Background: an optimization exercise with open tools, aiming at small area. Do not read the settings as production practice.
Only simulation tests tie the RTL to the original design; equivalence was not proved.
Power figures rest on the tool's default switching activity, not on a simulated workload.

// MRAM_IP
module MRAM_IP(
  input BIST_EN,
  input BIST_HOLD_L,
  input DEBUG_Z,
  input TEST_MODE,
  output BIST_DONE,
  output BIST_FAIL,
  output SCAN_OUT_FAIL,
  input CLK,
  input RST_N,
  input [16:0] A,
  input [1:0]  NVR,
  input WEb,
  input CEb,
  input ECCBYPS,
  input [3:0] BEN,
  input [31:0] DIN,
  output [31:0] DOUT,
  output [3:0]  UE,
  output [3:0]  ERRF,
  output WRC,
  input  [51:0]  BK_DOUT,
  input  [4:0]   BK_WRC,
  output [9:0]   BK_ADDR,
  output [129:0] BK_CEB,
  output         BK_WEB,
  output [3:0]   BK_BEN,
  output [51:0]  BK_DIN
);
For scale: ~1100 cells after synthesis, about 160 flip-flops, ~360 I/O pins, ~10000 um2 of cells after synthesis.
==> flow/config.mk <==
export PLATFORM = sky130hd
export DESIGN_NAME = MRAM_IP
export DESIGN_NICKNAME = MRAM_IP
export VERILOG_FILES = /design/flow/design.v
export SDC_FILE = /design/flow/constraint.sdc
export NUM_CORES = 4
export LEC_CHECK = 0
export CAP_MARGIN = 20
export CORE_MARGIN = 2
export CORE_UTILIZATION = 40
export CTS_BUF_LIST = sky130_fd_sc_hd__clkbuf_8 sky130_fd_sc_hd__clkbuf_16
export CTS_CLUSTER_DIAMETER = 150
export CTS_CLUSTER_SIZE = 24
export SLEW_MARGIN = 20
==> flow/constraint.sdc <==
create_clock -name core_clock -period 10.0 [get_ports {CLK}]
set_input_delay 2.0000 -clock core_clock [delete_from_list [all_inputs] [get_ports {CLK}]]
set_output_delay 2.0000 -clock core_clock [all_outputs]
set_load 0.01 [all_outputs]
standard.sh (not shown) runs the stock make flow with config.mk's settings and CLKGATE_MAP_FILE= SYNTH_SCRIPT=/design/flow/synth_recipe.tcl, a recipe that flattens the netlist after the stock synthesis.
==> flow/flow/run.sh <==
#!/bin/bash
# The standard layout (standard.sh), with two changes:
#  * synthesis maps the logic with an area-oriented ABC script (flow/synth.tcl);
#  * the port buffers are the smallest buffer cell (buf_1).
# The make output (every ORFS step, each of which also keeps its own log under
# orfs/logs/) goes to flow_make.log in the work folder.
set -euo pipefail
W=$(pwd)
export AREA_ABC_SCRIPT=$W/flow/area.script
bash standard.sh SYNTH_SCRIPT=$W/flow/synth.tcl \
  'BUFFER_PORTS_ARGS=-buffer_cell sky130_fd_sc_hd__buf_1' finish > $W/flow_make.log 2>&1
==> flow/flow/area.script <==
&get -n
&st
&dch -f
&nf -R 1000
&st
&dch -f
&nf -R 1000
&put
==> flow/flow/synth.tcl <==
# The standard synthesis script (synth_recipe.tcl), with ABC's
# combinational mapping run with an area-oriented script (flow/area.script).
# Registers are mapped before ABC runs, so they are the same as the standard
# synthesis's.
proc synth {args} { yosys synth -nofsm -noshare {*}$args }
proc abc {args} {
  set i [lsearch -exact $args -script]
  if { $i >= 0 } { lset args [expr {$i + 1}] $::env(AREA_ABC_SCRIPT) }
  yosys abc {*}$args
}
source $::env(SCRIPTS_DIR)/synth.tcl
# left out here: clear keep_hierarchy, flatten, clean up, hide names made inside functions, write 1_2_yosys.v
Rerun with:
CORE_UTILIZATION = 60   (was 40)
CTS_BUF_LIST = sky130_fd_sc_hd__clkbuf_8   (was sky130_fd_sc_hd__clkbuf_8 sky130_fd_sc_hd__clkbuf_16)
CTS_CLUSTER_DIAMETER = unset   (was 150)
CTS_CLUSTER_SIZE = unset   (was 24)
What happened: The new run completed with no timing, DRC or antenna violations. Clock-buffer cell count decreases by 1. Sequential share of layout area increases by 0.84 points. Worst setup slack is worse by 0.15 ns. Hold slack gains 0.030 ns. Via count went up by 3.8%. Sequential power hardly moves. Clock skew climbs by 0.0046 ns. Global-route usage rose by 13 points.
Rerun with:
CORE_UTILIZATION = 40   (was 60)
CTS_BUF_LIST = sky130_fd_sc_hd__clkbuf_16   (was sky130_fd_sc_hd__clkbuf_8)
CTS_CLUSTER_DIAMETER = 200   (was unset)
CTS_CLUSTER_SIZE = 30   (was unset)
=> Non-clock buffer count drops by 1; final area goes up by 2.4%; final cell count came out higher by 6.4%; power went up by 7.9%.

-- port drivers added, routing unchanged --
In the flow no input, the clock included, has a driving cell. The finished layouts below were timed again as built, in two steps.
Step 1: set_driving_cell puts a clkbuf_16 on CLK and a buf_2 on each other input, an assumption about the parent block.
Step 2 also shifts input and output timing later by t, the mid clock arrival at the registers, as if the neighbouring blocks saw the same clock.
a / b / c = ideal ports / drivers / drivers and shift; a / b = the first two.
run	t (ns)	slack for setup (ns)	hold WS [ns]
the first run	0.470	3.230 / 3.191 / 3.191	0.348 / 0.348 / 0.348
the second run	0.497	3.079 / 3.050 / 3.050	0.378 / 0.378 / 0.378
the third run	0.468	3.233 / 3.195 / 3.195	0.348 / 0.348 / 0.348
After both steps every run listed still meets setup and hold. The setup slack of the first run, which loses most, moves by -0.039 ns with the drivers and by -0.039 ns with both steps.
